Source: an optimization exercise on an open RTL-to-GDS flow (aim: small area). Production flows keep margins and buffers that such runs may drop. Where RTL was checked, it was by simulation tests only, not by an equivalence proof against the original. Power figures rest on the tool's default switching activity, not on a simulated workload.

Setup of lane 5:
==> module processor, before the edit <==
module processor (
    input  logic        i_clk,
    input  logic        i_rst,
    input  logic [7:0]  i_instr,
    input  logic [31:0] i_d_data,
    input  logic        i_done,
    input  logic [2:0]  i_in_sel,
    input  logic [95:0] i_in_words,
    output logic [20:0] o_pc,
    output logic [31:0] o_areg,
    output logic [1:0]  o_slot,
    output logic        o_op_in,
    output logic        o_op_out,
    output logic        o_d_valid,
    output logic        o_d_we,
    output logic [18:0] o_d_addr,
    output logic        o_syscall_valid
  );
  logic [20:0] pc;
  logic [31:0] areg, breg;
  logic [27:0] oreg;    
  logic [3:0]  op, opd;
  logic [31:0] opr, x, y, sum;
  logic [20:0] pc_inc;
  logic        is_opr, alu, sub, cin, taken, brb, stall;
  logic        sel_a, sel_b, sel_pc;
  logic        ld_a_mem, ld_a_sum, ld_a_in, ld_b_mem, ld_b_sum;
  logic [31:0] in_word;
  assign op     = i_instr[7:4];
  assign opd    = i_instr[3:0];
  assign opr    = {oreg, opd};
  assign is_opr = op == 4'hD;
  assign o_op_in  = is_opr && opd == 4'd4;
  assign o_op_out = is_opr && opd == 4'd5;
  assign alu    = is_opr && (opd == 4'd1 || opd == 4'd2);
  assign sub    = is_opr && opd == 4'd2;
  assign brb    = is_opr && opd == 4'd0;
  assign stall  = (o_op_in || o_op_out) && !i_done;
  assign sel_a  = op == 4'h6 || alu;
  assign sel_b  = op == 4'h7 || op == 4'h8;
  assign sel_pc = op == 4'h5 || op == 4'h9 || op == 4'hA || op == 4'hB;
  assign cin    = sub || sel_pc;
  assign x = ({32{sel_a}} & areg) | ({32{sel_b}} & breg) | ({32{sel_pc}} & {11'b0, pc});
  assign y = (alu ? breg : opr) ^ {32{sub}};
  always_comb begin
    logic c, cb;
    logic [31:0] s0, u;
    s0 = '0;
    u = '0;
    c = cin;
    for (int b = 0; b < 8; b++) begin
      sum[b] = x[b] ^ y[b] ^ c;
      c      = (x[b] & y[b]) | (c & (x[b] ^ y[b]));
    end
    cb = c;
    c = 1'b0;
    for (int b = 8; b < 19; b++) begin
      s0[b] = x[b] ^ y[b] ^ c;
      c     = (x[b] & y[b]) | (c & (x[b] ^ y[b]));
    end
    u[8] = cb;
    for (int b = 9; b < 19; b++) u[b] = u[b-1] & s0[b-1];
    for (int b = 8; b < 19; b++) sum[b] = s0[b] ^ u[b];
    cb = c | (u[18] & s0[18]);
    c = 1'b0;
    for (int b = 19; b < 32; b++) begin
      s0[b] = x[b] ^ y[b] ^ c;
      c     = (x[b] & y[b]) | (c & (x[b] ^ y[b]));
    end
    u[19] = cb;
    for (int b = 20; b < 32; b++) u[b] = u[b-1] & s0[b-1];
    for (int b = 19; b < 32; b++) sum[b] = s0[b] ^ u[b];
    cb = c | (u[31] & s0[31]);
  end
  always_comb begin
    logic c;
    c = 1'b1;
    for (int b = 0; b < 21; b++) begin
      pc_inc[b] = pc[b] ^ c;
      c         = pc[b] & c;
    end
  end
  assign taken = (op == 4'h9) || (op == 4'hA && areg == '0) || (op == 4'hB && areg[31]);
  assign ld_a_mem = op == 4'h0 || op == 4'h6;
  assign ld_a_sum = op == 4'h3 || op == 4'h5 || alu;
  assign ld_a_in  = |i_in_sel;
  assign ld_b_mem = op == 4'h1 || op == 4'h7;
  assign ld_b_sum = op == 4'h4;
  always_comb begin
    in_word = '0;
    for (int i = 0; i < 3; i++)
      in_word = in_word | ({32{i_in_sel[i]}} & i_in_words[32*i +: 32]);
  end
  always_ff @(posedge i_clk or posedge i_rst)
    if (i_rst) begin
      pc   <= '0;
      areg <= '0;
      breg <= '0;
      oreg <= '0;
    end else begin
      pc <= ({21{!stall && taken}} & sum[20:0]) |
            ({21{!stall && brb}} & breg[20:0]) |
            ({21{!stall && !taken && !brb}} & pc_inc) |
            ({21{stall}} & pc);
      areg <= ({32{ld_a_mem}} & i_d_data) |
              ({32{ld_a_sum}} & {sum[31:21] & {11{op != 4'h5}}, sum[20:0]}) |
              ({32{!(ld_a_mem || ld_a_sum || ld_a_in)}} & areg) |
              in_word;
      breg <= ({32{ld_b_mem}} & i_d_data) | ({32{ld_b_sum}} & sum) |
              ({32{!(ld_b_mem || ld_b_sum)}} & breg);
      case (op)
        4'hE:    oreg <= opr[27:0];
        4'hF:    oreg <= {24'hFFFFFF, opd};
        default: oreg <= '0;
      endcase
    end
  assign o_pc            = pc;
  assign o_areg          = areg;
  assign o_slot          = breg[1:0];
  assign o_d_valid       = op == 4'h0 || op == 4'h1 || op == 4'h2 ||
                           op == 4'h6 || op == 4'h7 || op == 4'h8;
  assign o_d_we          = op == 4'h2 || op == 4'h8;
  assign o_d_addr        = sum[18:0];
  assign o_syscall_valid = is_opr && opd == 4'd3;
endmodule
Settings: LEC_CHECK=0, CAP_MARGIN=20, CORE_MARGIN=2, CORE_UTILIZATION=40, PLACE_DENSITY=0.6, SLEW_MARGIN=20; clock period 12.0 ns.
standard.sh (not shown) runs the stock make flow with config.mk's settings and CLKGATE_MAP_FILE= SYNTH_SCRIPT=/design/flow/synth_recipe.tcl, a recipe that flattens the netlist after the stock synthesis.
==> flow/flow/run.sh <==
#!/bin/bash
# The standard layout with these changes:
#  - the combinational logic of the standard synthesis is mapped again with
#    an area-oriented ABC script (flow/remap.tcl, flow/area.abc); registers
#    and adder cells are kept as the standard synthesis made them, with
#    their names;
#  - plain buf_1 cells as the port buffers (the standard flow picks a delay
#    cell, clkdlybuf4s50_1, for them);
#  - no timing repair at the floorplan (later steps repair timing);
#  - a clock tree of clkbuf_8 cells in larger clusters, without dummy loads.
# Each tool's output goes to a log file here (and ORFS's own logs under orfs/).
set -euo pipefail
export BUFFER_PORTS_ARGS="-buffer_cell sky130_fd_sc_hd__buf_1"
export REMOVE_ABC_BUFFERS=1
export CTS_ARGS="-sink_clustering_enable -repair_clock_nets -dont_use_dummy_load -sink_clustering_size 12 -sink_clustering_max_diameter 60 -buf_list sky130_fd_sc_hd__clkbuf_8"
YOSYS=$(command -v yosys || echo "$FLOW_HOME/../tools/install/yosys/bin/yosys")
R=orfs/results/$FLOW_PLATFORM/hex_network/base

bash standard.sh synth > flow_1_standard_synth.log 2>&1
cp "$R/1_2_yosys.v" "$R/1_2_yosys_standard.v"
LIB="$FLOW_HOME/platforms/$FLOW_PLATFORM/lib/sky130_fd_sc_hd__tt_025C_1v80.lib" \
IN_V="$R/1_2_yosys_standard.v" OUT_V="$R/1_2_yosys.v" TOP="$FLOW_TOP" \
ABC_SCRIPT="$PWD/flow/area.abc" STAT="$PWD/flow_2_remap_stat.txt" \
  "$YOSYS" -c flow/remap.tcl > flow_2_remap.log 2>&1
bash standard.sh > flow_3_standard_layout.log 2>&1
Other scripts of this flow, unchanged in this note and not shown: flow/flow/area.abc, flow/flow/remap.tcl
### lane 5 -> lane 1
--- a/flow/design.v
+++ b/flow/design.v
@@ -113,30 +113,30 @@
     logic [31:0] s0, u;
     s0 = '0;
     u = '0;
     c = cin;
-    for (int b = 0; b < 8; b++) begin
+    for (int b = 0; b < 11; b++) begin
       sum[b] = x[b] ^ y[b] ^ c;
       c      = (x[b] & y[b]) | (c & (x[b] ^ y[b]));
     end
     cb = c;
     c = 1'b0;
-    for (int b = 8; b < 19; b++) begin
+    for (int b = 11; b < 21; b++) begin
       s0[b] = x[b] ^ y[b] ^ c;
       c     = (x[b] & y[b]) | (c & (x[b] ^ y[b]));
     end
-    u[8] = cb;
-    for (int b = 9; b < 19; b++) u[b] = u[b-1] & s0[b-1];
-    for (int b = 8; b < 19; b++) sum[b] = s0[b] ^ u[b];
-    cb = c | (u[18] & s0[18]);
+    u[11] = cb;
+    for (int b = 12; b < 21; b++) u[b] = u[b-1] & s0[b-1];
+    for (int b = 11; b < 21; b++) sum[b] = s0[b] ^ u[b];
+    cb = c | (u[20] & s0[20]);
     c = 1'b0;
-    for (int b = 19; b < 32; b++) begin
+    for (int b = 21; b < 32; b++) begin
       s0[b] = x[b] ^ y[b] ^ c;
       c     = (x[b] & y[b]) | (c & (x[b] ^ y[b]));
     end
-    u[19] = cb;
-    for (int b = 20; b < 32; b++) u[b] = u[b-1] & s0[b-1];
-    for (int b = 19; b < 32; b++) sum[b] = s0[b] ^ u[b];
+    u[21] = cb;
+    for (int b = 22; b < 32; b++) u[b] = u[b-1] & s0[b-1];
+    for (int b = 21; b < 32; b++) sum[b] = s0[b] ^ u[b];
     cb = c | (u[31] & s0[31]);
   end
   always_comb begin
     logic c;
==> results.txt <==
Looking at layout filler cell count, lane 1 sits below lane 5.
Summary of lane 1 over lane 5: fmax now smaller, synthesized area now smaller, sequential share of layout area now smaller, shortest period the worst path allows now larger.
Looking only at wire length of the first global-routing pass, and setting everything else aside, the lower value of lane 5 and lane 1 goes to lane 5.
Going from lane 5 to lane 1, relative area of clock buffers and inverters in the final design about even, design internal power shrank by 0.045 mW, area of all placed cells without fillers picked up an extra 0.67%, wire length picked up an extra 4.3%.
Between lane 5 and lane 1, share of the clock period used by the worst path is lower for lane 5, lane 1 comes in above that.
Utilization in lane 1 vs lane 5: up 1.0 points
For lane 5, only the layout was checked, not whether the RTL still works.

[what the ideal ports hide]
The flow's constraints put no driver on any port. The routed layouts listed below were extracted and timed again, unchanged, in two steps.
Step 1: set_driving_cell puts a clkbuf_16 on i_clk and a buf_2 on each other input, an assumption about the parent block.
Step 2 adds t to the input delays and takes it off the output delays; t is the mean of the earliest and latest rising clock arrival at the registers after step 1. Input paths then give back, and output paths get back, about the clock's delay inside the block.
Three values: no drivers, after step 1, after step 2; two values: the first two.
| run | t (ns) | slack for setup (ns) | worst setup path after step 2 | latest minus earliest clock arrival (ns) | pins driven straight from the clock port |
|---|---|---|---|---|---|
| lane 5 | 0.746 | 0.319 / 0.289 / -0.353 | input to register | 0.069 / 0.069 | 1 |
| lane 1 | 0.748 | 0.237 / 0.190 / -0.302 | input to register | 0.094 / 0.095 | 1 |
Met with ideal ports but missed after step 2: setup timing in lane 5 and lane 1. For lane 5, which loses most, drivers alone change the setup slack by -0.030 ns; drivers and shift together by -0.672 ns.
